This design comes from an exercise in tuning for small area and a short achievable clock period on the open sky130 flow, not from production work. Function was not checked in any run shown here: the RTL went through the layout flow alone.

==> flow/design.v, too long to show whole: its modules and the start of the top module <==
// module ab: 84 lines
// module ab_add8: 33 lines
// module ab_sel16: 7 lines
// module cpu: 816 lines
module cpu( 
    input clk,                           
    input RST,                           
    output [23:0] AB,                    
    output sync,                         
    input [7:0] DI,                      
    output reg [7:0] DO,                 
    output WE,                           
    input IRQ,                           
    input NMI,                           
    input RDY,                           
    input debug );
  // ...
==> flow/run.sh <==
#!/bin/bash
# synth_recipe.tcl (not shown) runs the flow's synth.tcl, then flattens the netlist and writes it again
# the make line also repeats each setting of config.mk as NAME=value (left out here)
make -C /OpenROAD-flow-scripts/flow DESIGN_CONFIG=/design/flow/config.mk WORK_HOME=/design/flow/orfs CLKGATE_MAP_FILE= SYNTH_SCRIPT=/design/flow/synth_recipe.tcl finish
==> flow/config.mk <==
export PLATFORM = sky130hd
export DESIGN_NAME = cpu
export DESIGN_NICKNAME = cpu
export VERILOG_FILES = /design/flow/design.v
export SDC_FILE = /design/flow/constraint.sdc
export NUM_CORES = 4
export LEC_CHECK = 0
export CAP_MARGIN = 20
export CORE_MARGIN = 2
export CORE_UTILIZATION = 40
export PLACE_DENSITY = 0.6
export SETUP_SLACK_MARGIN = 4
export SLEW_MARGIN = 20
export SYNTH_HIERARCHICAL = 1
==> flow/constraint.sdc <==
create_clock -name core_clock -period 11.0 [get_ports {clk}]
set_input_delay 2.2000 -clock core_clock [delete_from_list [all_inputs] [get_ports {clk}]]
set_output_delay 2.2000 -clock core_clock [all_outputs]
set_load 0.01 [all_outputs]
==> key figures, run 1 <==
Drt
  • Routed length on met3: 10.0 mm
  • Pre-Repair DR Iteration Count: 6
  • Met2 WL: 36.4 mm

Place
  • IO buf count: 43
  • Placed Cells: 3,347

Timing
  • WHS: 0.486 ns
  • Slew margin rel.: 18.7%
  • Slew of the pin with the lowest slew margin: 1.21 ns
  • Maximum clock rate: 140 MHz

Critical path
  • R2r setup slk: 4.21 ns
  • Worst EP arrival: 4.92 ns
  • CP endpoint kind: output pin
  • Startpoint types: input pin
  • CP Buf/Inv Count: 7

Global routing
  • GRT Total Usage: 29.5%
  • Gr busiest metal: met2
  • Largest net degree at the start of global routing: 54
  • GR Util met3: 6.22%

Status
  • Outcome: finished clean

Logic synthesis
  • Synth Flop Type: edfxtp_1
  • Post-Synthesis Cells: 2,737
  • Syn Area/Cell: 7.97 um^2
  • Adder-Cell Fraction of Synth Area: 7.14%

CTS
  • Clock buffer depth: 3
  • CTS clk-pin slew, worst paths: 0.06 ns
  • CTS Hold Bufs: 0

Final layout
  • Post-Layout Cell Count: 3,470
  • Multi-input combinational area share: 60.0%
  • Seq cells: 218
  • # fillers: 5,263
  • Share of cells above drive strength 1: 13.2%

Min path
  • Worst hold stages: 2
  • Worst min-delay path class: flop to flop

Floorplanning
  • Core Box Area: 53,900 um^2
  • Die H: 238 um
==> module ab, before the edit <==
module ab(
    input bs_S,                      
    input bs_PC,                     
    input bs_D24,                    
    input bs_D16,                    
    input bs_H,                      
    input [1:0] ab_x,                
    input [1:0] ab_h,                
    input ab_ci,                     
    input ab_bra,                    
    input cond,                      
    input [15:0] S,
    input [23:0] PC,
    input [23:0] ab_hold,
    input [7:0] DI,
    input [7:0] DR,
    input [7:0] D3,
    input [8:0] XY,                  
    output [23:0] AB,
    output [23:0] AB_inc );
function [23:0] allones;                 
    input [23:0] x;
    reg [23:0] P, Pn;
    integer i, l;
    begin
        P = { x[22:0], 1'b1 };
        for( l = 1; l < 24; l = l * 2 ) begin
            Pn = P;
            for( i = l; i < 24; i = i + 1 )
                Pn[i] = P[i] & P[i - l];
            P = Pn;
        end
        allones = P;
    end
endfunction
wire [23:0] rbase = ({24{bs_S}} & { 8'h00, S })
                  | ({24{bs_PC}} & PC)
                  | ({24{bs_H}} & ab_hold);
wire [7:0] base_lo = rbase[7:0] | ({8{bs_D24}} & D3) | ({8{bs_D16}} & DR);
wire bs_D = bs_D24 | bs_D16;
wire [1:0] x_op = ab_bra ? { cond, 1'b0 } : ab_x;
wire [7:0] abl_a = (x_op == 2'b11) ? XY[7:0] : base_lo;
wire [7:0] abl_b = ((x_op == 2'b01) ? XY[7:0] : 8'h00) | (x_op[1] ? DI : 8'h00);
wire [7:0] abl_sum;
wire abl_co;
ab_add8 ab_add8(
    .a(abl_a),
    .b(abl_b),
    .ci(ab_ci),
    .x(x_op[0] & XY[8]),
    .s(abl_sum),
    .co(abl_co) );
wire [15:0] abh_base = rbase[23:8];
wire [23:0] abh_ones = allones( { 8'h00, abh_base } );
wire [23:0] abh_zeros = allones( { 8'h00, ~abh_base } );
wire [15:0] abh_p1 = abh_base ^ abh_ones[15:0];
wire [15:0] abh_m1 = abh_base ^ abh_zeros[15:0];
reg [15:0] abh_c0, abh_c1;               
always @*
    case( ab_h )
        2'b01: begin abh_c0 = abh_p1; abh_c1 = abh_p1; end
        2'b10: begin abh_c0 = abh_base; abh_c1 = abh_p1; end
        2'b11: begin abh_c0 = abh_m1; abh_c1 = abh_base; end
      default: begin abh_c0 = abh_base; abh_c1 = abh_base; end
    endcase
wire [15:0] abh_bc0 = DI[7] ? abh_m1 : abh_base;
wire [15:0] abh_bc1 = DI[7] ? abh_base : abh_p1;
wire bra_taken = ab_bra & cond;
wire [7:0] di_inc = DI ^ allones( { 16'h0000, DI } );
wire di_ones = (DI == 8'hff);
wire dr_ones = (DR == 8'hff);
wire [15:0] abh_d0 = bs_D24 ? { DI, DR } : { 8'h00, DI };
wire [15:0] abh_d1 = bs_D24 ? (dr_ones ? { di_inc, 8'h00 } : { DI, DR + 8'h01 }) : { 7'h00, di_ones, di_inc };
wire [15:0] abh_s1 = bs_D ? abh_d1 : bra_taken ? abh_bc1 : abh_c1;
wire [15:0] abh_s0 = bs_D ? abh_d0 : bra_taken ? abh_bc0 : abh_c0;
wire [15:0] abh;
ab_sel16 ab_sel16(
    .s(abl_co),
    .a(abh_s1),
    .b(abh_s0),
    .y(abh) );
assign AB = { abh, abl_sum };
assign AB_inc = AB ^ allones( AB );
endmodule
==> module ab_add8, before the edit <==
module ab_add8(
    input [7:0] a,
    input [7:0] b,
    input ci,
    input x,
    output [7:0] s,
    output co );
function [8:0] padd8;                    
    input [7:0] a;
    input [7:0] b;
    input c;
    reg [8:0] G, P, Gn, Pn;
    integer i, l;
    begin
        G = { a & b, c };
        P = { a ^ b, 1'b0 };
        for( l = 1; l < 9; l = l * 2 ) begin
            Gn = G;
            Pn = P;
            for( i = l; i < 9; i = i + 1 ) begin
                Gn[i] = G[i] | (P[i] & G[i - l]);
                Pn[i] = P[i] & P[i - l];
            end
            G = Gn;
            P = Pn;
        end
        padd8 = { G[8], (a ^ b) ^ G[7:0] };
    end
endfunction
wire [8:0] sum = padd8( a, b, ci );
assign s = sum[7:0];
assign co = sum[8] ^ x;
endmodule
==> module cpu, before the edit <==
module cpu( 
    input clk,                           
    input RST,                           
    output [23:0] AB,                    
    output sync,                         
    input [7:0] DI,                      
    output reg [7:0] DO,                 
    output WE,                           
    input IRQ,                           
    input NMI,                           
    input RDY,                           
    input debug );                       
 parameter
    SYNC  = 6'd0,
    IMM0  = 6'd1,
    PHA0  = 6'd2,
    PLA0  = 6'd3,
    ZPG0  = 6'd4,
    DATA  = 6'd5,
    ABS0  = 6'd6,
    ABS1  = 6'd7,
    BRA0  = 6'd8,
    JSR0  = 6'd9,
    JSR1  = 6'd10,
    JSR2  = 6'd11,
    RTS0  = 6'd12,
    RTS1  = 6'd13,
    RTS2  = 6'd14,
    JMP0  = 6'd15,
    JMP1  = 6'd16,
    IDX0  = 6'd17,
    IDX1  = 6'd18,
    IDX2  = 6'd19,
    BRK0  = 6'd20,
    BRK1  = 6'd21,
    BRK2  = 6'd22,
    BRK3  = 6'd23,
    RTI0  = 6'd24,
    IND0  = 6'd25,
    IND1  = 6'd26,
    ZPW0  = 6'd27,
    ABW0  = 6'd28,
    ABW1  = 6'd29,
    RMW0  = 6'd30,
    RMW1  = 6'd31,
    BRK4  = 6'd32,
    JMPW  = 6'd33,
    INDW  = 6'd34,
    ABSW  = 6'd35,
    ABWW  = 6'd36,
    JSRW  = 6'd37,
    JSRH  = 6'd38,
    JSRL  = 6'd39,
    JSR3  = 6'd40,
    JSR4  = 6'd41,
    RTSW  = 6'd42,
    IMMR  = 6'd43,
    ABSR  = 6'd44,
    ZPGR  = 6'd45,
    IDXR  = 6'd46,
    PHAR  = 6'd47,
    PHAS  = 6'd48,
    PLAR  = 6'd49;
parameter
    NOP   = 2'b00,
    LDA   = 2'b01,
    STA   = 2'b10,
    RMW   = 2'b11;
parameter
    DST__ = 2'b00,
    DST_X = 2'b01,
    DST_Y = 2'b10,
    DST_A = 2'b11;
parameter
    SRC__ = 2'b00,
    SRC_Z = 2'b00,
    SRC_X = 2'b01,
    SRC_Y = 2'b10,
    SRC_A = 2'b11;
parameter
    SEL_Z = 2'b00,
    SEL_X = 2'b01,
    SEL_Y = 2'b10,
    SEL_A = 2'b11;
parameter
    FLAG____ = 2'b00,
    FLAG_ADD = 2'b01,
    FLAG_CMP = 2'b10,
    FLAG_BIT = 2'b11;
parameter
    IZ = SEL_Z,
    IX = SEL_X,
    IY = SEL_Y;
parameter
    IDX___ = 2'b00,      
    IDX_X_ = 2'b01,      
    IDX__Y = 2'b10,      
    IDX_XY = 2'b11;      
parameter  
    ALU_____ = 9'b00_000_00_00,
    ALU_REG  = 9'b00_000_00_00,  
    ALU_INCA = 9'b00_000_00_01,  
    ALU_DECA = 9'b00_000_10_00,  
    ALU_LDA  = 9'b00_001_00_00,  
    ALU_INCM = 9'b00_001_00_01,  
    ALU_DECM = 9'b00_001_10_00,  
    ALU_ADC  = 9'b00_000_01_10,  
    ALU_CMP  = 9'b00_000_11_01,  
    ALU_SBC  = 9'b00_000_11_10,  
    ALU_ORA  = 9'b00_100_00_00,  
    ALU_AND  = 9'b00_101_00_00,  
    ALU_EOR  = 9'b00_110_00_00,  
    ALU_TSX  = 9'b00_111_00_00,  
    ALU_PLA  = 9'b01_000_00_00,  
    ALU_ASLA = 9'b10_000_00_00,  
    ALU_ROLA = 9'b10_000_00_11,  
    ALU_LSRA = 9'b11_000_00_00,  
    ALU_RORA = 9'b11_000_00_11,  
    ALU_ASLM = 9'b10_001_00_00,  
    ALU_ROLM = 9'b10_001_00_11,  
    ALU_LSRM = 9'b11_001_00_00,  
    ALU_RORM = 9'b11_001_00_11;  
parameter
    AB_ZPGX = 11'b00_1_00_100_11_0,   
    AB_ABSX = 11'b10_1_00_010_01_0,   
    AB_PUSH = 11'b01_0_00_000_00_0,   
    AB_PULL = 11'b01_0_00_000_00_1,   
    AB_HOLD = 11'b10_0_00_011_00_0,   
    AB_NEXT = 11'b10_0_00_011_00_1,   
    AB_INCR = 11'b10_1_00_011_00_1,   
    AB_OPER = 11'b00_0_01_001_00_0,   
    AB_FWRD = 11'b10_0_01_001_10_0,   
    AB_JMP1 = 11'b10_0_01_010_00_1,   
    AB_JMP0 = 11'b10_0_01_010_01_0,   
    AB_BACK = 11'b11_0_01_001_10_0,   
    AB_NMIV = 11'b01_0_10_000_00_0,   
    AB_IRQV = 11'b01_0_11_000_00_0;   
parameter
    WE___ = 2'b00,                   
    WE_1_ = 2'b01,                   
    WE_ST = 2'b10;                   
parameter
    DR___ = 1'b0,                    
    DR_DI = 1'b1;                    
parameter
    DO____ = 3'b000,
    DO_ALU = 3'b000,
    DO_PCL = 3'b001,
    DO_PCH = 3'b010,
    DO_PHP = 3'b011,
    DO_PC3 = 3'b100;
parameter
    S____  = 2'b00,
    S_INC  = 2'b01,
    S_DEC  = 2'b10;
parameter
    AB_16  = 2'b00,
    AB_24  = 2'b01,
    AB_32  = 2'b10,
    AB_48  = 2'b11;
parameter
    R_08  = 2'b00,
    R_16  = 2'b01,
    R_24  = 2'b10,
    R_32  = 2'b11;
function [24:0] dec;
    input [7:0] op;
    input p0;
    case( op )
         8'h6D: dec = { FLAG_ADD, LDA, SRC_A, DST_A, ALU_ADC , IZ, (p0) ? ABSW : ABS0 };  
         8'h7D: dec = { FLAG_ADD, LDA, SRC_A, DST_A, ALU_ADC , IX, (p0) ? ABSW : ABS0 };  
         8'h79: dec = { FLAG_ADD, LDA, SRC_A, DST_A, ALU_ADC , IY, (p0) ? ABSW : ABS0 };  
         8'h69: dec = { FLAG_ADD, LDA, SRC_A, DST_A, ALU_ADC , IZ, IMM0 };  
         8'h65: dec = { FLAG_ADD, LDA, SRC_A, DST_A, ALU_ADC , IZ, ZPG0 };  
         8'h72: dec = { FLAG_ADD, LDA, SRC_A, DST_A, ALU_ADC , IZ, IDX0 };  
         8'h61: dec = { FLAG_ADD, LDA, SRC_A, DST_A, ALU_ADC , IX, IDX0 };  
         8'h75: dec = { FLAG_ADD, LDA, SRC_A, DST_A, ALU_ADC , IX, ZPG0 };  
         8'h71: dec = { FLAG_ADD, LDA, SRC_A, DST_A, ALU_ADC , IY, IDX0 };  
         8'hED: dec = { FLAG_ADD, LDA, SRC_A, DST_A, ALU_SBC , IZ, (p0) ? ABSW : ABS0 };  
         8'hFD: dec = { FLAG_ADD, LDA, SRC_A, DST_A, ALU_SBC , IX, (p0) ? ABSW : ABS0 };  
         8'hF9: dec = { FLAG_ADD, LDA, SRC_A, DST_A, ALU_SBC , IY, (p0) ? ABSW : ABS0 };  
         8'hE9: dec = { FLAG_ADD, LDA, SRC_A, DST_A, ALU_SBC , IZ, IMM0 };  
         8'hE5: dec = { FLAG_ADD, LDA, SRC_A, DST_A, ALU_SBC , IZ, ZPG0 };  
         8'hF2: dec = { FLAG_ADD, LDA, SRC_A, DST_A, ALU_SBC , IZ, IDX0 };  
         8'hE1: dec = { FLAG_ADD, LDA, SRC_A, DST_A, ALU_SBC , IX, IDX0 };  
         8'hF5: dec = { FLAG_ADD, LDA, SRC_A, DST_A, ALU_SBC , IX, ZPG0 };  
         8'hF1: dec = { FLAG_ADD, LDA, SRC_A, DST_A, ALU_SBC , IY, IDX0 };  
         8'h2D: dec = { FLAG____, LDA, SRC_A, DST_A, ALU_AND , IZ, (p0) ? ABSW : ABS0 };  
         8'h3D: dec = { FLAG____, LDA, SRC_A, DST_A, ALU_AND , IX, (p0) ? ABSW : ABS0 };  
         8'h39: dec = { FLAG____, LDA, SRC_A, DST_A, ALU_AND , IY, (p0) ? ABSW : ABS0 };  
         8'h29: dec = { FLAG____, LDA, SRC_A, DST_A, ALU_AND , IZ, IMM0 };  
         8'h25: dec = { FLAG____, LDA, SRC_A, DST_A, ALU_AND , IZ, ZPG0 };  
         8'h32: dec = { FLAG____, LDA, SRC_A, DST_A, ALU_AND , IZ, IDX0 };  
         8'h21: dec = { FLAG____, LDA, SRC_A, DST_A, ALU_AND , IX, IDX0 };  
         8'h35: dec = { FLAG____, LDA, SRC_A, DST_A, ALU_AND , IX, ZPG0 };  
         8'h31: dec = { FLAG____, LDA, SRC_A, DST_A, ALU_AND , IY, IDX0 };  
         8'h0D: dec = { FLAG____, LDA, SRC_A, DST_A, ALU_ORA , IZ, (p0) ? ABSW : ABS0 };  
         8'h1D: dec = { FLAG____, LDA, SRC_A, DST_A, ALU_ORA , IX, (p0) ? ABSW : ABS0 };  
         8'h19: dec = { FLAG____, LDA, SRC_A, DST_A, ALU_ORA , IY, (p0) ? ABSW : ABS0 };  
         8'h09: dec = { FLAG____, LDA, SRC_A, DST_A, ALU_ORA , IZ, IMM0 };  
         8'h05: dec = { FLAG____, LDA, SRC_A, DST_A, ALU_ORA , IZ, ZPG0 };  
         8'h12: dec = { FLAG____, LDA, SRC_A, DST_A, ALU_ORA , IZ, IDX0 };  
         8'h01: dec = { FLAG____, LDA, SRC_A, DST_A, ALU_ORA , IX, IDX0 };  
         8'h15: dec = { FLAG____, LDA, SRC_A, DST_A, ALU_ORA , IX, ZPG0 };  
         8'h11: dec = { FLAG____, LDA, SRC_A, DST_A, ALU_ORA , IY, IDX0 };  
         8'hAD: dec = { FLAG____, LDA, SRC_A, DST_A, ALU_LDA , IZ, (p0) ? ABSW : ABS0 };  
         8'hBD: dec = { FLAG____, LDA, SRC_A, DST_A, ALU_LDA , IX, (p0) ? ABSW : ABS0 };  
         8'hB9: dec = { FLAG____, LDA, SRC_A, DST_A, ALU_LDA , IY, (p0) ? ABSW : ABS0 };  
         8'hA9: dec = { FLAG____, LDA, SRC_A, DST_A, ALU_LDA , IZ, IMM0 };  
         8'hA5: dec = { FLAG____, LDA, SRC_A, DST_A, ALU_LDA , IZ, ZPG0 };  
         8'hB2: dec = { FLAG____, LDA, SRC_A, DST_A, ALU_LDA , IZ, IDX0 };  
         8'hA1: dec = { FLAG____, LDA, SRC_A, DST_A, ALU_LDA , IX, IDX0 };  
         8'hB5: dec = { FLAG____, LDA, SRC_A, DST_A, ALU_LDA , IX, ZPG0 };  
         8'hB1: dec = { FLAG____, LDA, SRC_A, DST_A, ALU_LDA , IY, IDX0 };  
         8'hCD: dec = { FLAG_CMP, NOP, SRC_A, DST__, ALU_CMP , IZ, (p0) ? ABSW : ABS0 };  
         8'hDD: dec = { FLAG_CMP, NOP, SRC_A, DST__, ALU_CMP , IX, (p0) ? ABSW : ABS0 };  
         8'hD9: dec = { FLAG_CMP, NOP, SRC_A, DST__, ALU_CMP , IY, (p0) ? ABSW : ABS0 };  
         8'hC9: dec = { FLAG_CMP, NOP, SRC_A, DST__, ALU_CMP , IZ, IMM0 };  
         8'hC5: dec = { FLAG_CMP, NOP, SRC_A, DST__, ALU_CMP , IZ, ZPG0 };  
         8'hD2: dec = { FLAG_CMP, NOP, SRC_A, DST__, ALU_CMP , IZ, IDX0 };  
         8'hC1: dec = { FLAG_CMP, NOP, SRC_A, DST__, ALU_CMP , IX, IDX0 };  
         8'hD5: dec = { FLAG_CMP, NOP, SRC_A, DST__, ALU_CMP , IX, ZPG0 };  
         8'hD1: dec = { FLAG_CMP, NOP, SRC_A, DST__, ALU_CMP , IY, IDX0 };  
         8'h4D: dec = { FLAG____, LDA, SRC_A, DST_A, ALU_EOR , IZ, (p0) ? ABSW : ABS0 };  
         8'h5D: dec = { FLAG____, LDA, SRC_A, DST_A, ALU_EOR , IX, (p0) ? ABSW : ABS0 };  
         8'h59: dec = { FLAG____, LDA, SRC_A, DST_A, ALU_EOR , IY, (p0) ? ABSW : ABS0 };  
         8'h49: dec = { FLAG____, LDA, SRC_A, DST_A, ALU_EOR , IZ, IMM0 };  
         8'h45: dec = { FLAG____, LDA, SRC_A, DST_A, ALU_EOR , IZ, ZPG0 };  
         8'h52: dec = { FLAG____, LDA, SRC_A, DST_A, ALU_EOR , IZ, IDX0 };  
         8'h41: dec = { FLAG____, LDA, SRC_A, DST_A, ALU_EOR , IX, IDX0 };  
         8'h55: dec = { FLAG____, LDA, SRC_A, DST_A, ALU_EOR , IX, ZPG0 };  
         8'h51: dec = { FLAG____, LDA, SRC_A, DST_A, ALU_EOR , IY, IDX0 };  
         8'h8D: dec = { FLAG____, STA, SRC_A, DST__, ALU_REG , IZ, (p0) ? ABSW : ABS0 };  
         8'h9D: dec = { FLAG____, STA, SRC_A, DST__, ALU_REG , IX, (p0) ? ABSW : ABS0 };  
         8'h99: dec = { FLAG____, STA, SRC_A, DST__, ALU_REG , IY, (p0) ? ABSW : ABS0 };  
         8'h85: dec = { FLAG____, STA, SRC_A, DST__, ALU_REG , IZ, ZPG0 };  
         8'h92: dec = { FLAG____, STA, SRC_A, DST__, ALU_REG , IZ, IDX0 };  
         8'h81: dec = { FLAG____, STA, SRC_A, DST__, ALU_REG , IX, IDX0 };  
         8'h95: dec = { FLAG____, STA, SRC_A, DST__, ALU_REG , IX, ZPG0 };  
         8'h91: dec = { FLAG____, STA, SRC_A, DST__, ALU_REG , IY, IDX0 };  
         8'h0A: dec = { FLAG____, LDA, SRC_A, DST_A, ALU_ASLA, IZ, SYNC };  
         8'h4A: dec = { FLAG____, LDA, SRC_A, DST_A, ALU_LSRA, IZ, SYNC };  
         8'h2A: dec = { FLAG____, LDA, SRC_A, DST_A, ALU_ROLA, IZ, SYNC };  
         8'h6A: dec = { FLAG____, LDA, SRC_A, DST_A, ALU_RORA, IZ, SYNC };  
         8'h0E: dec = { FLAG____, RMW, SRC__, DST__, ALU_ASLM, IZ, (p0) ? ABWW : ABW0 };  
         8'h1E: dec = { FLAG____, RMW, SRC__, DST__, ALU_ASLM, IX, (p0) ? ABWW : ABW0 };  
         8'h06: dec = { FLAG____, RMW, SRC__, DST__, ALU_ASLM, IZ, ZPW0 };  
         8'h16: dec = { FLAG____, RMW, SRC__, DST__, ALU_ASLM, IX, ZPW0 };  
         8'h4E: dec = { FLAG____, RMW, SRC__, DST__, ALU_LSRM, IZ, (p0) ? ABWW : ABW0 };  
         8'h5E: dec = { FLAG____, RMW, SRC__, DST__, ALU_LSRM, IX, (p0) ? ABWW : ABW0 };  
         8'h46: dec = { FLAG____, RMW, SRC__, DST__, ALU_LSRM, IZ, ZPW0 };  
         8'h56: dec = { FLAG____, RMW, SRC__, DST__, ALU_LSRM, IX, ZPW0 };  
         8'h2E: dec = { FLAG____, RMW, SRC__, DST__, ALU_ROLM, IZ, (p0) ? ABWW : ABW0 };  
         8'h3E: dec = { FLAG____, RMW, SRC__, DST__, ALU_ROLM, IX, (p0) ? ABWW : ABW0 };  
         8'h26: dec = { FLAG____, RMW, SRC__, DST__, ALU_ROLM, IZ, ZPW0 };  
         8'h36: dec = { FLAG____, RMW, SRC__, DST__, ALU_ROLM, IX, ZPW0 };  
         8'h6E: dec = { FLAG____, RMW, SRC__, DST__, ALU_RORM, IZ, (p0) ? ABWW : ABW0 };  
         8'h7E: dec = { FLAG____, RMW, SRC__, DST__, ALU_RORM, IX, (p0) ? ABWW : ABW0 };  
         8'h66: dec = { FLAG____, RMW, SRC__, DST__, ALU_RORM, IZ, ZPW0 };  
         8'h76: dec = { FLAG____, RMW, SRC__, DST__, ALU_RORM, IX, ZPW0 };  
         8'h90: dec = { FLAG____, NOP, SRC__, DST__, ALU_____, IZ, BRA0 };  
         8'hB0: dec = { FLAG____, NOP, SRC__, DST__, ALU_____, IZ, BRA0 };  
         8'hF0: dec = { FLAG____, NOP, SRC__, DST__, ALU_____, IZ, BRA0 };  
         8'h30: dec = { FLAG____, NOP, SRC__, DST__, ALU_____, IZ, BRA0 };  
         8'hD0: dec = { FLAG____, NOP, SRC__, DST__, ALU_____, IZ, BRA0 };  
         8'h10: dec = { FLAG____, NOP, SRC__, DST__, ALU_____, IZ, BRA0 };  
         8'h80: dec = { FLAG____, NOP, SRC__, DST__, ALU_____, IZ, BRA0 };  
         8'h50: dec = { FLAG____, NOP, SRC__, DST__, ALU_____, IZ, BRA0 };  
         8'h70: dec = { FLAG____, NOP, SRC__, DST__, ALU_____, IZ, BRA0 };  
         8'h2C: dec = { FLAG_BIT, NOP, SRC_A, DST__, ALU_AND , IZ, (p0) ? ABSW : ABS0 };  
         8'h3C: dec = { FLAG_BIT, NOP, SRC_A, DST__, ALU_AND , IX, (p0) ? ABSW : ABS0 };  
         8'h89: dec = { FLAG_BIT, NOP, SRC_A, DST__, ALU_AND , IZ, IMM0 };  
         8'h24: dec = { FLAG_BIT, NOP, SRC_A, DST__, ALU_AND , IZ, ZPG0 };  
         8'h34: dec = { FLAG_BIT, NOP, SRC_A, DST__, ALU_AND , IX, ZPG0 };  
         8'h18: dec = { FLAG____, NOP, SRC__, DST__, ALU_____, IZ, SYNC };  
         8'hD8: dec = { FLAG____, NOP, SRC__, DST__, ALU_____, IZ, SYNC };  
         8'h58: dec = { FLAG____, NOP, SRC__, DST__, ALU_____, IZ, SYNC };  
         8'hB8: dec = { FLAG____, NOP, SRC__, DST__, ALU_____, IZ, SYNC };  
         8'h38: dec = { FLAG____, NOP, SRC__, DST__, ALU_____, IZ, SYNC };  
         8'hF8: dec = { FLAG____, NOP, SRC__, DST__, ALU_____, IZ, SYNC };  
         8'h78: dec = { FLAG____, NOP, SRC__, DST__, ALU_____, IZ, SYNC };  
         8'hEA: dec = { FLAG____, NOP, SRC__, DST__, ALU_____, IZ, SYNC };  
         8'hEC: dec = { FLAG_CMP, NOP, SRC_X, DST__, ALU_CMP , IZ, (p0) ? ABSW : ABS0 };  
         8'hE0: dec = { FLAG_CMP, NOP, SRC_X, DST__, ALU_CMP , IZ, IMM0 };  
         8'hE4: dec = { FLAG_CMP, NOP, SRC_X, DST__, ALU_CMP , IZ, ZPG0 };  
         8'hCC: dec = { FLAG_CMP, NOP, SRC_Y, DST__, ALU_CMP , IZ, (p0) ? ABSW : ABS0 };  
         8'hC0: dec = { FLAG_CMP, NOP, SRC_Y, DST__, ALU_CMP , IZ, IMM0 };  
         8'hC4: dec = { FLAG_CMP, NOP, SRC_Y, DST__, ALU_CMP , IZ, ZPG0 };  
         8'hCE: dec = { FLAG____, RMW, SRC__, DST__, ALU_DECM, IZ, (p0) ? ABWW : ABW0 };  
         8'hDE: dec = { FLAG____, RMW, SRC__, DST__, ALU_DECM, IX, (p0) ? ABWW : ABW0 };  
         8'hC6: dec = { FLAG____, RMW, SRC__, DST__, ALU_DECM, IZ, ZPW0 };  
         8'hD6: dec = { FLAG____, RMW, SRC__, DST__, ALU_DECM, IX, ZPW0 };  
         8'hEE: dec = { FLAG____, RMW, SRC__, DST__, ALU_INCM, IZ, (p0) ? ABWW : ABW0 };  
         8'hFE: dec = { FLAG____, RMW, SRC__, DST__, ALU_INCM, IX, (p0) ? ABWW : ABW0 };  
         8'hE6: dec = { FLAG____, RMW, SRC__, DST__, ALU_INCM, IZ, ZPW0 };  
         8'hF6: dec = { FLAG____, RMW, SRC__, DST__, ALU_INCM, IX, ZPW0 };  
         8'h3A: dec = { FLAG____, LDA, SRC_A, DST_A, ALU_DECA, IZ, SYNC };  
         8'hCA: dec = { FLAG____, LDA, SRC_X, DST_X, ALU_DECA, IZ, SYNC };  
         8'h88: dec = { FLAG____, LDA, SRC_Y, DST_Y, ALU_DECA, IZ, SYNC };  
         8'h1A: dec = { FLAG____, LDA, SRC_A, DST_A, ALU_INCA, IZ, SYNC };  
         8'hE8: dec = { FLAG____, LDA, SRC_X, DST_X, ALU_INCA, IZ, SYNC };  
         8'hC8: dec = { FLAG____, LDA, SRC_Y, DST_Y, ALU_INCA, IZ, SYNC };  
         8'hAA: dec = { FLAG____, LDA, SRC_A, DST_X, ALU_REG , IZ, SYNC };  
         8'hA8: dec = { FLAG____, LDA, SRC_A, DST_Y, ALU_REG , IZ, SYNC };  
         8'hBA: dec = { FLAG____, LDA, SRC__, DST_X, ALU_TSX , IZ, SYNC };  
         8'h8A: dec = { FLAG____, LDA, SRC_X, DST_A, ALU_REG , IZ, SYNC };  
         8'h9A: dec = { FLAG____, NOP, SRC_X, DST__, ALU_REG , IZ, SYNC };  
         8'h98: dec = { FLAG____, LDA, SRC_Y, DST_A, ALU_REG , IZ, SYNC };  
         8'h00: dec = { FLAG____, NOP, SRC__, DST__, ALU_____, IZ, BRK0 };  
         8'h4C: dec = { FLAG____, NOP, SRC__, DST__, ALU_____, IZ, (p0) ? JMPW : JMP0 };  
         8'h6C: dec = { FLAG____, NOP, SRC__, DST__, ALU_____, IZ, (p0) ? INDW : IND0 };  
         8'h7C: dec = { FLAG____, NOP, SRC__, DST__, ALU_____, IX, (p0) ? INDW : IND0 };  
         8'h20: dec = { FLAG____, NOP, SRC__, DST__, ALU_____, IZ, (p0) ? JSRW : JSR0 };  
         8'h40: dec = { FLAG____, NOP, SRC__, DST__, ALU_____, IZ, RTI0 };  
         8'h60: dec = { FLAG____, NOP, SRC__, DST__, ALU_____, IZ, RTS0 };  
         8'hAE: dec = { FLAG____, LDA, SRC__, DST_X, ALU_LDA , IZ, (p0) ? ABSW : ABS0 };  
         8'hBE: dec = { FLAG____, LDA, SRC__, DST_X, ALU_LDA , IY, (p0) ? ABSW : ABS0 };  
         8'hA2: dec = { FLAG____, LDA, SRC__, DST_X, ALU_LDA , IZ, IMM0 };  
         8'hA6: dec = { FLAG____, LDA, SRC__, DST_X, ALU_LDA , IZ, ZPG0 };  
         8'hB6: dec = { FLAG____, LDA, SRC__, DST_X, ALU_LDA , IY, ZPG0 };  
         8'hAC: dec = { FLAG____, LDA, SRC__, DST_Y, ALU_LDA , IZ, (p0) ? ABSW : ABS0 };  
         8'hBC: dec = { FLAG____, LDA, SRC__, DST_Y, ALU_LDA , IX, (p0) ? ABSW : ABS0 };  
         8'hA0: dec = { FLAG____, LDA, SRC__, DST_Y, ALU_LDA , IZ, IMM0 };  
         8'hA4: dec = { FLAG____, LDA, SRC__, DST_Y, ALU_LDA , IZ, ZPG0 };  
         8'hB4: dec = { FLAG____, LDA, SRC__, DST_Y, ALU_LDA , IX, ZPG0 };  
         8'h48: dec = { FLAG____, NOP, SRC_A, DST__, ALU_REG , IZ, PHA0 };  
         8'hDA: dec = { FLAG____, NOP, SRC_X, DST__, ALU_REG , IZ, PHA0 };  
         8'h5A: dec = { FLAG____, NOP, SRC_Y, DST__, ALU_REG , IZ, PHA0 };  
         8'h68: dec = { FLAG____, LDA, SRC__, DST_A, ALU_PLA , IZ, PLA0 };  
         8'hFA: dec = { FLAG____, LDA, SRC__, DST_X, ALU_PLA , IZ, PLA0 };  
         8'h7A: dec = { FLAG____, LDA, SRC__, DST_Y, ALU_PLA , IZ, PLA0 };  
         8'h08: dec = { FLAG____, NOP, SRC__, DST__, ALU_REG , IZ, PHA0 };  
         8'h28: dec = { FLAG____, NOP, SRC__, DST__, ALU_____, IZ, PLA0 };  
         8'h8E: dec = { FLAG____, STA, SRC_X, DST__, ALU_REG , IZ, (p0) ? ABSW : ABS0 };  
         8'h86: dec = { FLAG____, STA, SRC_X, DST__, ALU_REG , IZ, ZPG0 };  
         8'h96: dec = { FLAG____, STA, SRC_X, DST__, ALU_REG , IY, ZPG0 };  
         8'h8C: dec = { FLAG____, STA, SRC_Y, DST__, ALU_REG , IZ, (p0) ? ABSW : ABS0 };  
         8'h84: dec = { FLAG____, STA, SRC_Y, DST__, ALU_REG , IZ, ZPG0 };  
         8'h94: dec = { FLAG____, STA, SRC_Y, DST__, ALU_REG , IX, ZPG0 };  
         8'h9C: dec = { FLAG____, STA, SRC_Z, DST__, ALU_REG , IZ, (p0) ? ABSW : ABS0 };  
         8'h9E: dec = { FLAG____, STA, SRC_Z, DST__, ALU_REG , IX, (p0) ? ABSW : ABS0 };  
         8'h64: dec = { FLAG____, STA, SRC_Z, DST__, ALU_REG , IZ, ZPG0 };  
         8'h74: dec = { FLAG____, STA, SRC_Z, DST__, ALU_REG , IX, ZPG0 };  
         8'h0F: dec = { FLAG____, NOP, SRC__, DST__, ALU_____, IZ, SYNC };  
         8'h1F: dec = { FLAG____, NOP, SRC__, DST__, ALU_____, IZ, SYNC };  
         8'h4F: dec = { FLAG____, NOP, SRC__, DST__, ALU_____, IZ, SYNC };  
         8'h8F: dec = { FLAG____, NOP, SRC__, DST__, ALU_____, IZ, SYNC };  
         8'h5F: dec = { FLAG____, NOP, SRC__, DST__, ALU_____, IZ, SYNC };  
         8'h9F: dec = { FLAG____, NOP, SRC__, DST__, ALU_____, IZ, SYNC };  
         8'h1C: dec = { 21'b00_00_00_00_00_000000000_00, (p0) ? ABSW : ABS0 };  
         8'h14: dec = { 21'b00_00_00_00_00_000000000_00, ZPG0 };  
         8'h0C: dec = { 21'b00_00_00_00_00_000000000_00, (p0) ? ABSW : ABS0 };  
         8'h04: dec = { 21'b00_00_00_00_00_000000000_00, ZPG0 };  
       default: dec = { 19'b0, IZ, SYNC };
    endcase
endfunction
function [20:0] busop;
    input [5:0] st;
    input r;                             
    input c;                             
    input d7;                            
    case( st )
        ABSW:                    busop = { S____, IDX___, DO____, DR_DI, WE___, AB_OPER };
        ABS0:                    busop = { S____, IDX___, DO____, DR_DI, WE___, AB_OPER };
        ABS1:                    busop = { S____, IDX_XY, DO_ALU, DR___, WE_ST, AB_ABSX };
        ABSR:                    busop = { S____, IDX_XY, DO_ALU, DR_DI, WE_ST, AB_INCR };
        ABWW:                    busop = { S____, IDX___, DO____, DR_DI, WE___, AB_OPER };
        ABW0:                    busop = { S____, IDX___, DO____, DR_DI, WE___, AB_OPER };
        ABW1:                    busop = { S____, IDX_XY, DO____, DR___, WE___, AB_ABSX };
        BRA0: if( c & d7 ) busop = { S____, IDX___, DO____, DR___, WE___, AB_BACK };
             else if( c )    busop = { S____, IDX___, DO____, DR___, WE___, AB_FWRD };
             else               busop = { S____, IDX___, DO____, DR___, WE___, AB_OPER };
        BRK0:                    busop = { S_DEC, IDX___, DO_PCH, DR___, WE_1_, AB_PUSH };
        BRK1:                    busop = { S_DEC, IDX___, DO_PCL, DR___, WE_1_, AB_PUSH };
        BRK2:                    busop = { S_DEC, IDX___, DO_PHP, DR___, WE_1_, AB_IRQV };
        BRK3:                    busop = { S____, IDX___, DO____, DR_DI, WE___, AB_OPER };
        BRK4:                    busop = { S____, IDX___, DO____, DR___, WE___, AB_OPER };
        DATA:                    busop = { S____, IDX___, DO____, DR_DI, WE___, AB_OPER };
        IDX0:                    busop = { S____, IDX_X_, DO____, DR_DI, WE___, AB_ZPGX };
        IDX1:                    busop = { S____, IDX___, DO____, DR_DI, WE___, AB_NEXT };
        IDX2:                    busop = { S____, IDX__Y, DO_ALU, DR___, WE_ST, AB_ABSX };
        IDXR:                    busop = { S____, IDX__Y, DO_ALU, DR_DI, WE_ST, AB_INCR };
        IMM0:                    busop = { S____, IDX___, DO____, DR_DI, WE___, AB_OPER };
        IMMR:                    busop = { S____, IDX___, DO____, DR_DI, WE___, AB_OPER };
        INDW:                    busop = { S____, IDX___, DO____, DR_DI, WE___, AB_OPER };
        IND0:                    busop = { S____, IDX___, DO____, DR_DI, WE___, AB_OPER };
        IND1:                    busop = { S____, IDX_X_, DO____, DR___, WE___, AB_JMP0 };
        JMPW:                    busop = { S____, IDX___, DO____, DR_DI, WE___, AB_OPER };
        JMP0:                    busop = { S____, IDX___, DO____, DR_DI, WE___, AB_OPER };
        JMP1:                    busop = { S____, IDX___, DO____, DR___, WE___, AB_JMP0 };
        JSRW:                    busop = { S_DEC, IDX___, DO_PC3, DR_DI, WE_1_, AB_PUSH };
        JSRH:                    busop = { S_DEC, IDX___, DO_PCH, DR___, WE_1_, AB_PUSH };
        JSR3:                    busop = { S____, IDX___, DO____, DR___, WE___, AB_OPER };
        JSR4:                    busop = { S____, IDX___, DO____, DR___, WE___, AB_OPER };
        JSRL:                    busop = { S_DEC, IDX___, DO_PCL, DR_DI, WE_1_, AB_PUSH };
        JSR0:                    busop = { S_DEC, IDX___, DO_PCH, DR_DI, WE_1_, AB_PUSH };
        JSR1:                    busop = { S_DEC, IDX___, DO_PCL, DR___, WE_1_, AB_PUSH };
        JSR2:                    busop = { S____, IDX___, DO____, DR___, WE___, AB_OPER };
        PHA0:                    busop = { S_DEC, IDX___, DO_PHP, DR___, WE_1_, AB_PUSH };
        PHAR:                    busop = { S_DEC, IDX___, DO_PHP, DR___, WE_1_, AB_PUSH };
        PHAS:                    busop = { S____, IDX___, DO____, DR___, WE___, AB_OPER };
        PLA0:                    busop = { S_INC, IDX___, DO____, DR_DI, WE___, AB_PULL };
        PLAR:                    busop = { S_INC, IDX___, DO____, DR_DI, WE___, AB_PULL };
        RMW0:                    busop = { S____, IDX___, DO____, DR_DI, WE___, AB_OPER };
        RMW1:                    busop = { S____, IDX___, DO_ALU, DR___, WE_1_, AB_HOLD };
        RTI0:                    busop = { S_INC, IDX___, DO____, DR___, WE___, AB_PULL };
        RTS0:                    busop = { S_INC, IDX___, DO____, DR___, WE___, AB_PULL };
        RTS1:                    busop = { S_INC, IDX___, DO____, DR_DI, WE___, AB_PULL };
        RTSW:                    busop = { S_INC, IDX___, DO____, DR_DI, WE___, AB_PULL };
        RTS2: if( r )          busop = { S____, IDX___, DO____, DR___, WE___, AB_JMP0 };
             else               busop = { S____, IDX___, DO____, DR___, WE___, AB_JMP1 };
        SYNC:                    busop = { S____, IDX___, DO____, DR___, WE___, AB_OPER };
        ZPG0:                    busop = { S____, IDX_XY, DO_ALU, DR___, WE_ST, AB_ZPGX };
        ZPGR:                    busop = { S____, IDX_XY, DO_ALU, DR_DI, WE_ST, AB_INCR };
        ZPW0:                    busop = { S____, IDX_XY, DO____, DR___, WE___, AB_ZPGX };
       default:                 busop = { S____, IDX___, DO____, DR___, WE___, AB_OPER };           
    endcase
endfunction
reg [23:0] PC;                           
reg [23:0] ab_hold;                      
reg [7:0] D4;                            
reg [7:0] D3;                            
reg [7:0] DR;                            
wire [7:0] IR;                           
reg [7:0] OP;                            
reg [2:0] PREFIX;                        
reg ABWDTH;                              
reg [1:0] RWDTH;                         
reg [1:0] RBYTES;                        
reg N, V, D, I, Z, C;                    
wire [7:0] P = { N, V, 1'b1, 1'b1, D, I, Z, C };
reg [23:0] XR, YR, AR;                   
reg [15:0] S;                            
reg [5:0] state;
reg [5:0] next_state;
assign sync = (state == SYNC);
reg [8:0] DIHOLD;
always @(posedge clk)
    case( state )
        PLA0: DIHOLD <= {1'b1, DI[7:0]};
        PHA0: DIHOLD <= {1'b1, DI[7:0]};
        RMW1: DIHOLD <= {1'b1, DI[7:0]};
     default: DIHOLD <= {1'b0, DI[7:0]};
    endcase
assign IR = DIHOLD[8] ? DIHOLD[7:0] : DI[7:0];
wire [7:0] OP_next = sync ? IR : OP;
always @(posedge clk)
    OP <= OP_next;
wire [24:0] op_dec = dec( OP, PREFIX[0] );      
wire [18:0] control = op_dec[24:6];
wire [1:0] ins_type = control[18:17];
wire adc_sbc = (ins_type == FLAG_ADD);
wire cmp     = (ins_type == FLAG_CMP);
wire bit_isn = (ins_type == FLAG_BIT);
wire store = control[16];
wire load = control[15];
wire [1:0] reg_dst = control[12:11];
wire [8:0] alu_op = control[10:2];
wire shift = alu_op[8];
wire clc = (OP == 8'h18);
wire sec = (OP == 8'h38);
wire cld = (OP == 8'hD8);
wire sed = (OP == 8'hF8);
wire cli = (OP == 8'h58);
wire sei = (OP == 8'h78);
wire rti = (OP == 8'h40);
wire clv = (OP == 8'hB8);
wire php = (OP == 8'h08) || (OP == 8'h00);
wire plp = (OP == 8'h28);
wire txs = (OP == 8'h9A);
wire variation = (OP == 8'h0F);
reg bc_N, bc_V, bc_C, bc_Z, bc_inv;
always @(posedge clk) begin
    bc_N   <= (OP_next[7:6] == 2'b00);
    bc_V   <= (OP_next[7:6] == 2'b01);
    bc_C   <= (OP_next[7:5] == 3'b101) | (OP_next[7:4] == 4'b1001);
    bc_Z   <= (OP_next[7:6] == 2'b11);
    bc_inv <= ~OP_next[5];
end
wire cond = bc_inv ^ ((bc_N & N) | (bc_V & V) | (bc_C & C) | (bc_Z & Z));
wire [20:0] bus_op = busop( state, rti, cond, DI[7] );
wire [10:0] ab_op = bus_op[10:0];
wire [1:0] we_op = bus_op[12:11];
wire dr_di = bus_op[13];
wire [2:0] do_op = bus_op[16:14];
wire pull = bus_op[19];
wire push = bus_op[20];
wire [24:0] ir_dec = dec( IR, PREFIX[0] );
wire [5:0] init_state = ir_dec[5:0];
always @* begin
    next_state = state;
    if( RST )
        next_state = BRK4;
    else case( state )
        SYNC:  next_state = init_state;
        ABSW:  next_state = ABS0;
        ABS0:  next_state = ABS1;
        ABS1:  if (RBYTES == 0) next_state = DATA;
               else next_state = ABSR;
        ABSR:  if (RBYTES == 0) next_state = DATA;
        ABWW:  next_state = ABWW;
        ABW0:  next_state = ABW1;
        ABW1:  next_state = RMW0;
        BRA0:  next_state = SYNC;
        BRK0:  next_state = BRK1;
        BRK1:  next_state = BRK2;
        BRK2:  next_state = BRK3;
        BRK3:  next_state = JMP0;
        BRK4:  next_state = BRK3;
        DATA:  next_state = SYNC;
        IDX0:  next_state = IDX1;
        IDX1:  next_state = IDX2;
        IDX2:  if (RBYTES == 0) next_state = DATA;
               else next_state = IDXR;
        IDXR:  if (RBYTES == 0) next_state = DATA;
        IMM0:  if (RBYTES == 0) next_state = SYNC;
               else next_state = IMMR;
        IMMR:  if (RBYTES == 0) next_state = SYNC;
        INDW:  next_state = IND0;
        IND0:  next_state = IND1;
        IND1:  next_state = (ABWDTH == 1'b0) ? JMP0 : JMPW;
        JMPW:  next_state = JMP0;
        JMP0:  next_state = JMP1;
        JMP1:  next_state = SYNC;
        JSRW:  next_state = JSRH;
        JSRH:  next_state = JSR3;
        JSR3:  next_state = JSRL;
        JSRL:  next_state = JSR4;
        JSR4:  next_state = JMP1;
        JSR0:  next_state = JSR1;
        JSR1:  next_state = JSR2;
        JSR2:  next_state = JMP1;
        PHA0:  if (RBYTES == 0) next_state = SYNC;
               else next_state = PHAR;
        PHAR:  if (RBYTES == 0) next_state = PHAS;
        PHAS:  next_state = SYNC;
        PLA0:  if (RBYTES == 0) next_state = SYNC;
               else next_state = PLAR;
        PLAR:  if (RBYTES == 0) next_state = SYNC;
        RMW0:  next_state = RMW1;
        RMW1:  next_state = SYNC;
        RTI0:  next_state = RTS0;
        RTS0:  next_state = (ABWDTH == 1'b0) ? RTS1 : RTSW;
        RTSW:  next_state = RTS1;
        RTS1:  next_state = RTS2;
        RTS2:  next_state = SYNC;
        ZPG0:  if (RBYTES == 0) next_state = DATA;
               else next_state = ZPGR;
        ZPGR:  if (RBYTES == 0) next_state = DATA;
        ZPW0:  next_state = RMW0;
        default:  next_state = SYNC;
    endcase
end
reg count;
always @*
    case( state )
        ABS1, ABSR, IDX2, IDXR, IMM0, IMMR, PHA0, PHAR, PLA0, PLAR, ZPG0, ZPGR:
            count = 1'b1;
        default:
            count = 1'b0;
    endcase
always @(posedge clk)
    state <= next_state;
always @(posedge clk)
    if( RST ) begin
        ABWDTH <= 1'b1;
        RWDTH <= R_08;
        RBYTES <= R_08;
        PREFIX <= { R_08, 1'b1 };
    end
    else begin
        if( sync ) begin
            ABWDTH <= PREFIX[0];
            RWDTH <= PREFIX[2:1];
            RBYTES <= PREFIX[2:1];
            if (IR[3:0] == 4'hF)
                PREFIX <= { IR[7:6], IR[4] };
            else if (IR == 8'h40) begin
                ABWDTH <= 1'b1;
                RWDTH <= R_08;
                PREFIX <= { R_08, 1'b1 };
            end
            else
                PREFIX <= { R_08, 1'b0 };
        end
        if( count && RBYTES != 0 )
            RBYTES <= RBYTES - 1'b1;
    end
wire [24:0] nop_dec = dec( OP_next, PREFIX[0] );
wire [20:0] nbus_op = busop( next_state, OP_next == 8'h40, 1'b0, 1'b0 );
wire nABWDTH = RST ? 1'b1 : (sync ? ((IR == 8'h40) ? 1'b1 : PREFIX[0]) : ABWDTH);
wire [1:0] nidx = nop_dec[7:6] & nbus_op[18:17];
reg bs_S, bs_PC, bs_D24, bs_D16, bs_H;   
reg [1:0] ab_x;                          
reg [1:0] ab_h;                          
reg ab_ci;
reg ab_bra;                              
reg ix_X, ix_Y;                          
reg src_X, src_Y, src_A;                 
always @(posedge clk) begin
    bs_S   <= ~nbus_op[5] & (nbus_op[4:3] == 2'b00);
    bs_PC  <= ~nbus_op[5] & (nbus_op[4:3] == 2'b01);
    bs_D24 <= ~nbus_op[5] & (nbus_op[4:3] == 2'b10) & nABWDTH;
    bs_D16 <= ~nbus_op[5] & (nbus_op[4:3] == 2'b10) & ~nABWDTH;
    bs_H   <= ~nbus_op[5] & (nbus_op[4:3] == 2'b11);
    ab_x   <= nbus_op[2:1];
    ab_h   <= nbus_op[10:9];
    ab_ci  <= nbus_op[0];
    ab_bra <= (next_state == BRA0);
    ix_X   <= (nidx == SEL_X);
    ix_Y   <= (nidx == SEL_Y);
    src_X  <= (nop_dec[20:19] == SEL_X);
    src_Y  <= (nop_dec[20:19] == SEL_Y);
    src_A  <= (nop_dec[20:19] == SEL_A);
end
wire [23:0] R = ({24{src_X}} & XR) | ({24{src_Y}} & YR) | ({24{src_A}} & AR);
wire [8:0] XY = ({9{ix_X}} & XR[8:0]) | ({9{ix_Y}} & YR[8:0]);
reg [23:0] R_IN;
reg [23:0] MEM;
reg [23:0] alu_ai;
reg [23:0] alu_bi;
reg alu_ci;
reg alu_si;
reg [23:0] alu_out;
reg alu_C, alu_N, alu_V;
wire alu_Z = (alu_out == 24'h000000);
always @* begin
    case( RWDTH )
        R_08: R_IN = { 16'h0000, R[7:0] };
        R_16: R_IN = { 8'h00, R[15:0] };
        default: R_IN = R;
    endcase
    case( RWDTH )
        R_24: MEM = { DR, D3, D4 };
        R_16: MEM = { 8'h00, DR, D3 };
        default: MEM = { 8'h00, 8'h00, DR };
    endcase
    casez( alu_op[6:4] )
        3'b0?0: alu_ai = R_IN;
        3'b0?1: alu_ai = MEM;
        3'b100: alu_ai = R_IN | MEM;
        3'b101: alu_ai = R_IN & MEM;
        3'b110: alu_ai = R_IN ^ MEM;
        3'b111: alu_ai = { 8'h00, S };
    endcase
    case( alu_op[3:2] )
        2'b00: alu_bi = 24'h000000;
        2'b01: alu_bi = MEM;
        2'b10: alu_bi = 24'hffffff;
        2'b11: alu_bi = ~MEM;
    endcase
    case( alu_op[1:0] )
        2'b01: alu_ci = 1'b1;
        2'b10: alu_ci = C;
        default: alu_ci = 1'b0;
    endcase
    {alu_C, alu_out} = alu_ai + alu_bi + alu_ci;
    alu_si = C & alu_op[0];
    if( alu_op[8] )
        if( alu_op[7] )
            {alu_out, alu_C} = {alu_si, alu_out};
        else
            {alu_C, alu_out} = {alu_out, alu_si};
    else if( alu_op[7] )
        alu_out = { 16'h0000, DI };
    alu_N = (RWDTH == R_24) ? alu_out[23] : (RWDTH == R_16) ? alu_out[15] : alu_out[7];
    alu_V = (RWDTH == R_24) ? (alu_ai[23] ^ alu_bi[23] ^ alu_C ^ alu_N) :
            (RWDTH == R_16) ? (alu_ai[15] ^ alu_bi[15] ^ alu_C ^ alu_N) :
                              (alu_ai[7]  ^ alu_bi[7]  ^ alu_C ^ alu_N);
end
wire reg_we = load & ~store & sync;
always @(posedge clk)
    if( reg_we && reg_dst == SEL_X )
        XR <= alu_out;
always @(posedge clk)
    if( reg_we && reg_dst == SEL_Y )
        YR <= alu_out;
always @(posedge clk)
    if( reg_we && reg_dst == SEL_A )
        AR <= alu_out;
    else if( variation )                 
        AR <= {16'h6502, R_16, AB_24, 4'h0};
always @(posedge clk)
    if( txs )       S <= R[15:0];
    else if( push ) S <= S - 1'b1;
    else if( pull ) S <= S + 1'b1;
wire [23:0] AB_inc;                      
ab ab(
    .bs_S(bs_S),
    .bs_PC(bs_PC),
    .bs_D24(bs_D24),
    .bs_D16(bs_D16),
    .bs_H(bs_H),
    .ab_x(ab_x),
    .ab_h(ab_h),
    .ab_ci(ab_ci),
    .ab_bra(ab_bra),
    .cond(cond),
    .S(S),
    .PC(PC),
    .ab_hold(ab_hold),
    .DI(DI),
    .DR(DR),
    .D3(D3),
    .XY(XY),
    .AB(AB),
    .AB_inc(AB_inc) );
always @(posedge clk)
    if( ab_op[8] )
        ab_hold <= AB;
always @(posedge clk)
    if( RST )
        PC <= 24'hfffffa;
    else case( ab_op[7:6] )
        2'b01: PC <= AB_inc;
        2'b10: PC <= 24'hfffff7;
        2'b11: PC <= 24'hfffffd;
      default:;
    endcase
assign WE = we_op[0] | (we_op[1] & store);
always @(posedge clk)
    if( dr_di ) begin
        D4 <= D3;
        D3 <= DR;
        DR <= DI;
    end
function [7:0] bytesel;
    input [23:0] x;
    input [1:0] w;
    input [1:0] n;
    if( w == R_08 ) bytesel = x[7:0];
    else if( w == R_16 ) bytesel = (n == 2'd1) ? x[7:0] : x[15:8];
    else bytesel = (n == 2'd2) ? x[7:0] : (n == 2'd1) ? x[15:8] : x[23:16];
endfunction
reg [8:0] rmw_in;
always @*
    case( RWDTH )
        R_16: rmw_in = { DR[0], D3 };
        R_24: rmw_in = { D3[0], D4 };
        default: rmw_in = { 1'b0, DR };
    endcase
wire rmw_si = C & alu_op[0];
wire [7:0] rmw_sum = rmw_in[7:0] + ((alu_op[3:2] == 2'b10) ? 8'hff : 8'h00) + (alu_op[1:0] == 2'b01);
reg [7:0] rmw_lo;                        
reg [7:0] rmw_hi;                        
always @* begin
    if( alu_op[8] ) begin
        rmw_lo = alu_op[7] ? rmw_in[8:1] : { rmw_in[6:0], rmw_si };
        rmw_hi = alu_op[7] ? { rmw_si, 7'h00 } : 8'h00;
    end
    else begin
        rmw_lo = rmw_sum;
        rmw_hi = ((alu_op[3:2] == 2'b10) && (alu_op[1:0] != 2'b01) && (DR == 8'h00)) ? 8'hff : 8'h00;
    end
end
wire [7:0] do_reg = bytesel( R, RWDTH, RBYTES );
wire [7:0] do_rmw = (RWDTH == R_32) ? rmw_hi : rmw_lo;
always @*
    case( do_op )
        DO_PCL: DO = PC[7:0];
        DO_PCH: DO = PC[15:8];
        DO_PC3: DO = PC[23:16];
        DO_PHP: DO = php ? P : do_reg;
        default: DO = (state == RMW1) ? do_rmw : do_reg;
    endcase
always @(posedge clk)
    case( state )
        RTS0: if( rti )                         N <= DI[7];
        SYNC: if( plp )                         N <= DI[7];
              else if( bit_isn )                N <= DI[7];
              else if( load | cmp )             N <= alu_N;
     default:;
    endcase
always @(posedge clk)
    case( state )
        RTS0: if( rti )                         V <= DI[6];
        SYNC: if( plp )                         V <= DI[6];
              else if( clv )                    V <= 0;
              else if( bit_isn )                V <= DI[6];
              else if( adc_sbc )                V <= alu_V;
     default:;
    endcase
always @(posedge clk)
    case( state )
        RTS0: if( rti )                         D <= DI[3];
        SYNC: if( plp )                         D <= DI[3];
              else if( cld )                    D <= 0;
              else if( sed )                    D <= 1;
     default:;
    endcase
always @(posedge clk)
    case( state )
        BRK4:                                   I <= 1;
        RTS0: if( rti )                         I <= DI[2];
        SYNC: if( plp )                         I <= DI[2]; 
              else if( cli )                    I <= 0;
              else if( sei )                    I <= 1;
     default:;
    endcase
always @(posedge clk)
    case( state )
        RTS0: if( rti )                         Z <= DI[1];
        SYNC: if( plp )                         Z <= DI[1]; 
              else if( load | cmp | bit_isn )   Z <= alu_Z;
     default:;
    endcase
always @(posedge clk)
    case( state )
        RTS0: if( rti )                         C <= DI[0];
        SYNC: if( plp )                         C <= DI[0];
              else if( clc )                    C <= 0;
              else if( sec )                    C <= 1;
              else if( cmp | shift | adc_sbc )  C <= alu_C;
     default:;
    endcase
endmodule
==> inputs of run 2 (changes only) <==
--- a/flow/design.v
+++ b/flow/design.v
@@ -175,12 +175,12 @@
     input [23:0] x;
-    reg [23:0] P, Pn;
-    integer i, l;
+    reg [23:0] P;
+    integer i, d;
     begin
         P = { x[22:0], 1'b1 };
-        for( l = 1; l < 24; l = l * 2 ) begin
-            Pn = P;
-            for( i = l; i < 24; i = i + 1 )
-                Pn[i] = P[i] & P[i - l];
-            P = Pn;
-        end
+        for( d = 1; d < 24; d = d * 2 )
+            for( i = 2 * d - 1; i < 24; i = i + 2 * d )
+                P[i] = P[i] & P[i - d];
+        for( d = 8; d >= 1; d = d / 2 )
+            for( i = 3 * d - 1; i < 24; i = i + 2 * d )
+                P[i] = P[i] & P[i - d];
         allones = P;
@@ -194,13 +194,13 @@
 wire [1:0] x_op = ab_bra ? { cond, 1'b0 } : ab_x;
-wire [7:0] abl_a = (x_op == 2'b11) ? XY[7:0] : base_lo;
-wire [7:0] abl_b = ((x_op == 2'b01) ? XY[7:0] : 8'h00) | (x_op[1] ? DI : 8'h00);
-wire [7:0] abl_sum;
-wire abl_co;
+wire [7:0] abl_a = x_op[0] ? XY[7:0] : base_lo;
+wire [7:0] abl_di;                       
+wire abl_di_co;
 ab_add8 ab_add8(
     .a(abl_a),
-    .b(abl_b),
+    .b(DI),
     .ci(ab_ci),
-    .x(x_op[0] & XY[8]),
-    .s(abl_sum),
-    .co(abl_co) );
+    .s(abl_di),
+    .co(abl_di_co) );
+wire [8:0] abl_reg = base_lo + (x_op[0] ? XY[7:0] : 8'h00) + ab_ci;
+wire [7:0] abl_sum = x_op[1] ? abl_di : abl_reg[7:0];
 wire [15:0] abh_base = rbase[23:8];
@@ -226,9 +226,17 @@
 wire [15:0] abh_d1 = bs_D24 ? (dr_ones ? { di_inc, 8'h00 } : { DI, DR + 8'h01 }) : { 7'h00, di_ones, di_inc };
-wire [15:0] abh_s1 = bs_D ? abh_d1 : bra_taken ? abh_bc1 : abh_c1;
-wire [15:0] abh_s0 = bs_D ? abh_d0 : bra_taken ? abh_bc0 : abh_c0;
+wire [15:0] abh_s1 = bra_taken ? abh_bc1 : abh_c1;
+wire [15:0] abh_s0 = bra_taken ? abh_bc0 : abh_c0;
+wire abl_swap = x_op[0] & XY[8];
+wire abl_reg_co = abl_reg[8] ^ abl_swap;
+wire [15:0] abh_t1 = abl_swap ? abh_s0 : abh_s1;
+wire [15:0] abh_t0 = abl_swap ? abh_s1 : abh_s0;
+wire [15:0] abh_r = abl_reg_co ? abh_s1 : abh_s0;
+wire [15:0] abh_d = abl_reg_co ? abh_d1 : abh_d0;
+wire [15:0] abh_u1 = bs_D ? abh_d : x_op[1] ? abh_t1 : abh_r;
+wire [15:0] abh_u0 = bs_D ? abh_d : x_op[1] ? abh_t0 : abh_r;
 wire [15:0] abh;
 ab_sel16 ab_sel16(
-    .s(abl_co),
-    .a(abh_s1),
-    .b(abh_s0),
+    .s(abl_di_co),
+    .a(abh_u1),
+    .b(abh_u0),
     .y(abh) );
@@ -241,3 +249,2 @@
     input ci,
-    input x,
     output [7:0] s,
@@ -252,3 +259,3 @@
         G = { a & b, c };
-        P = { a ^ b, 1'b0 };
+        P = { a | b, 1'b0 };
         for( l = 1; l < 9; l = l * 2 ) begin
@@ -268,3 +275,3 @@
 assign s = sum[7:0];
-assign co = sum[8] ^ x;
+assign co = sum[8];
 endmodule
@@ -959,6 +966,12 @@
         AR <= {16'h6502, R_16, AB_24, 4'h0};
+reg [15:0] s_run;
+integer si;
+always @* begin
+    s_run[0] = 1'b1;
+    for( si = 1; si < 16; si = si + 1 )
+        s_run[si] = s_run[si - 1] & (S[si - 1] ^ push);
+end
 always @(posedge clk)
-    if( txs )       S <= R[15:0];
-    else if( push ) S <= S - 1'b1;
-    else if( pull ) S <= S + 1'b1;
+    if( txs )              S <= R[15:0];
+    else if( push | pull ) S <= S ^ s_run;
 wire [23:0] AB_inc;                      
@@ -1018,16 +1031,15 @@
     endcase
-wire rmw_si = C & alu_op[0];
-wire [7:0] rmw_sum = rmw_in[7:0] + ((alu_op[3:2] == 2'b10) ? 8'hff : 8'h00) + (alu_op[1:0] == 2'b01);
+wire [7:0] rmw_inc = rmw_in[7:0] + 8'h01;
+wire [7:0] rmw_dec = rmw_in[7:0] - 8'h01;
 reg [7:0] rmw_lo;                        
 reg [7:0] rmw_hi;                        
-always @* begin
-    if( alu_op[8] ) begin
-        rmw_lo = alu_op[7] ? rmw_in[8:1] : { rmw_in[6:0], rmw_si };
-        rmw_hi = alu_op[7] ? { rmw_si, 7'h00 } : 8'h00;
-    end
-    else begin
-        rmw_lo = rmw_sum;
-        rmw_hi = ((alu_op[3:2] == 2'b10) && (alu_op[1:0] != 2'b01) && (DR == 8'h00)) ? 8'hff : 8'h00;
-    end
-end
+always @*
+    case( OP[7:5] )
+        3'b000:  begin rmw_lo = { rmw_in[6:0], 1'b0 }; rmw_hi = 8'h00; end      
+        3'b001:  begin rmw_lo = { rmw_in[6:0], C };    rmw_hi = 8'h00; end      
+        3'b010:  begin rmw_lo = rmw_in[8:1];           rmw_hi = 8'h00; end      
+        3'b011:  begin rmw_lo = rmw_in[8:1];           rmw_hi = { C, 7'h00 }; end   
+        3'b110:  begin rmw_lo = rmw_dec;               rmw_hi = (DR == 8'h00) ? 8'hff : 8'h00; end   
+        default: begin rmw_lo = rmw_inc;               rmw_hi = 8'h00; end      
+    endcase
 wire [7:0] do_reg = bytesel( R, RWDTH, RBYTES );
--- a/flow/config.mk
+++ b/flow/config.mk
@@ -7,2 +7,3 @@
 export LEC_CHECK = 0
+export ABC_AREA = 1
 export CAP_MARGIN = 20
@@ -10,2 +11,3 @@
 export CORE_UTILIZATION = 40
+export CTS_BUF_LIST = sky130_fd_sc_hd__clkbuf_8
 export PLACE_DENSITY = 0.6
@@ -13,2 +15 @@
 export SLEW_MARGIN = 20
-export SYNTH_HIERARCHICAL = 1
==> run 2 against run 1 <==
Non-clock buffer count decreased by 40. Largest cell class unchanged. Count of clock-buffer cells in the layout increased by 15. Still clean. Area after synthesis increased by 3.7%. Clock skew increased by 0.037 ns. Critical path type unchanged. Synthesized cell count increased by 29%. Worst setup slack improved by 0.15 ns. Cell count increased by 27%. Utilization decreased by 0.41 points.
==> key figures, run 2 <==
Status
  • Outcome: finished clean (unchanged)

Drt
  • Detail Route Antenna Nets: 0 (unchanged)
  • Drt initial violations: 2,583 (was 3,242)
  • Pre-Repair DR Iteration Count: 6 (unchanged)
  • Final wirelength: 89.9 mm (was 86.5 mm)

Timing
  • Maximum clock rate: 144 MHz (was 140 MHz)
  • Slew margin rel.: 37.9% (was 18.7%)
  • Max-slew violations: 0 (unchanged)
  • WHS: 0.464 ns (was 0.486 ns)
  • Slew of the pin with the lowest slew margin: 0.922 ns (was 1.21 ns)

CTS
  • CTS tree: built (unchanged)
  • CTS Sinks: 218 (unchanged)
  • Clock buffer depth: 3 (unchanged)
  • Inserted Clock Buffers: 42 (was 28)
  • Root Buffer: clkbuf_8 (was clkbuf_16)
  • CTS Hold Bufs: 0 (unchanged)
  • CTS clk-pin slew, worst paths: 0.05 ns (was 0.06 ns)

Logic synthesis
  • Synth Flop Type: edfxtp_1 (unchanged)
  • #FFs+latches synth: 218 (unchanged)
  • Most common cell in the netlist: nand2_1 (unchanged)
  • Yosys cell types: 76 (was 120)
  • Ys async rst share: 0% (unchanged)
  • Largest area contributor in the netlist: edfxtp_1 (unchanged)
  • Syn Area/Cell: 6.40 um^2 (was 7.97 um^2)
  • Post-Synthesis Cells: 3,533 (was 2,737)

Floorplanning
  • Die Wd: 242 um (was 238 um)
  • Row cnt: 87 (was 85)
  • Core Box Area: 56,200 um^2 (was 53,900 um^2)
  • Top-Level Pins: 48 (unchanged)
  • Die H: 242 um (was 238 um)

Global routing
  • Grt ovf: 0 (unchanged)
  • First-pass GRT wire length: 137 mm (was 130 mm)
  • Largest net degree at the start of global routing: 45 (was 54)
  • GRT Total Usage: 29.8% (was 29.5%)

Place
  • Final HPWL DP: 68.3 mm (was 60.6 mm)
  • Post-Place Setup Slack: 2.31 ns (was 2.56 ns)
  • IO buf count: 43 (unchanged)

Min path
  • Worst min-delay path class: flop to flop (unchanged)

Critical path
  • Worst EP arrival: 4.77 ns (was 4.92 ns)
  • Max FO, Critical Path: 5 (was 4)
  • Crit-path max cell delay: 0.65 ns (was 0.42 ns)
  • CP endpoint kind: output pin (unchanged)
  • Startpoint types: input pin (unchanged)

Run
  • Max_cap viols: 0 (unchanged)

Final layout
  • Share of cells above drive strength 1: 11.7% (was 13.2%)
run 2: changes by cell type after synthesis, sizes merged, moves of 66 or more:
cell	previous run	this run
inv	130	458
o21ai	137	274
nor2	238	376
clkbuf	127	61
nand2	298	1028
xnor2	81	13
nand3	102	263
run 2: worst max-delay path: cells and delay by family:
kind	cells	cell delay, ns
xor gates and xnor gates	1	0.08
buffers and inverters	4	1.44
and+or+nand+nor	3	0.34
muxes	1	0.48
adders and majority gates	1	0.22
run 2: metrics by stage:
step | util (%) | cell area [um^2] | instances
after floorplan | - | 22600 | 3533
after global placement | 42.3 | 23800 | 4255
after detailed placement | 42.3 | 23800 | 4255
after CTS | 44.9 | 25200 | 4364
after global routing | 45.7 | 25700 | 4401
final | 45.7 | 25700 | 4402
run 2: timing repair:
item | CTS | global route
gates resized for setup | 128 | 79
pin swaps | 17 | 22
cloned | 1 | 0
endpoints found under the setup margin | 59 | 34
buffers inserted | 32 | 36
run 2: final timing paths:
path	start	to	slack (ns)	cells past startpoint
setup / recovery	DI[1]	AB[2]	4.03	10
hold / removal	D3[1]$_DFFE_PP_	D4[1]$_DFFE_PP_	0.46	0
setup reg to reg	OP[5]$_DFF_P_	Z$_DFFE_PP_	4.44	33
hold reg to reg	D3[1]$_DFFE_PP_	D4[1]$_DFFE_PP_	0.46	0
run 2: cell type report:
type | count | area (um^2)
fill | 6038 | 30500
multi-input combinational | 2742 | 15000
timing repair buffer | 146 | 1300
antenna | 1 | 2.50
inverter | 463 | 1790
clock buffer | 47 | 647
tap | 756 | 946
clock inverter | 29 | 229
sequential | 218 | 5790
run 2: metal layers:
layer  vias up  share of wire [%]  track usage (%)
met5         -              0.014                0
met4         2                5.4             14.4
met3       249                7.9             3.52
met2      1196                 45             47.6
met1     11600                 42             39.9
li1      12000                  -                -
run 2: logic make-up after synthesis:
| kind of cell | share of synthesized area (%) |
|---|---|
| and+or+nand+nor | 34.4 |
| AOI/OAI and AO/OA | 19.0 |
| buffers and inverters | 9.93 |
| DFF | 25.6 |
| adders and majority gates | 8.33 |
| xor gates and xnor gates | 2.40 |
| muxes | 0.398 |

-- port drivers added, routing unchanged --
No port has a modelled driver above. Below, the same layouts with a new extraction and two added sets of constraints.
Step 1: set_driving_cell puts a clkbuf_16 on clk and a buf_2 on each other input, an assumption about the parent block.
Step 2 times the ports against the registers' clock, not the clock port: input delays grow and output delays shrink by t, the midpoint of the rising clock arrivals with the driver on.
Three values: no drivers, after step 1, after step 2; two values: the first two.
| run | t (ns) | slack for setup (ns) | hold slack, ns | clock arrival spread, ns | pins driven straight from the clock port |
|---|---|---|---|---|---|
| run 1 | 0.672 | 3.879 / 3.840 / 3.840 | 0.486 / 0.486 / 0.486 | 0.029 / 0.030 | 1 |
| run 2 | 0.675 | 4.032 / 4.006 / 4.006 | 0.464 / 0.464 / 0.464 | 0.069 / 0.069 | 1 |
After both steps setup and hold are still met in every run listed. The setup slack of run 1, which loses most, moves by -0.039 ns with the drivers and by -0.039 ns with both steps.
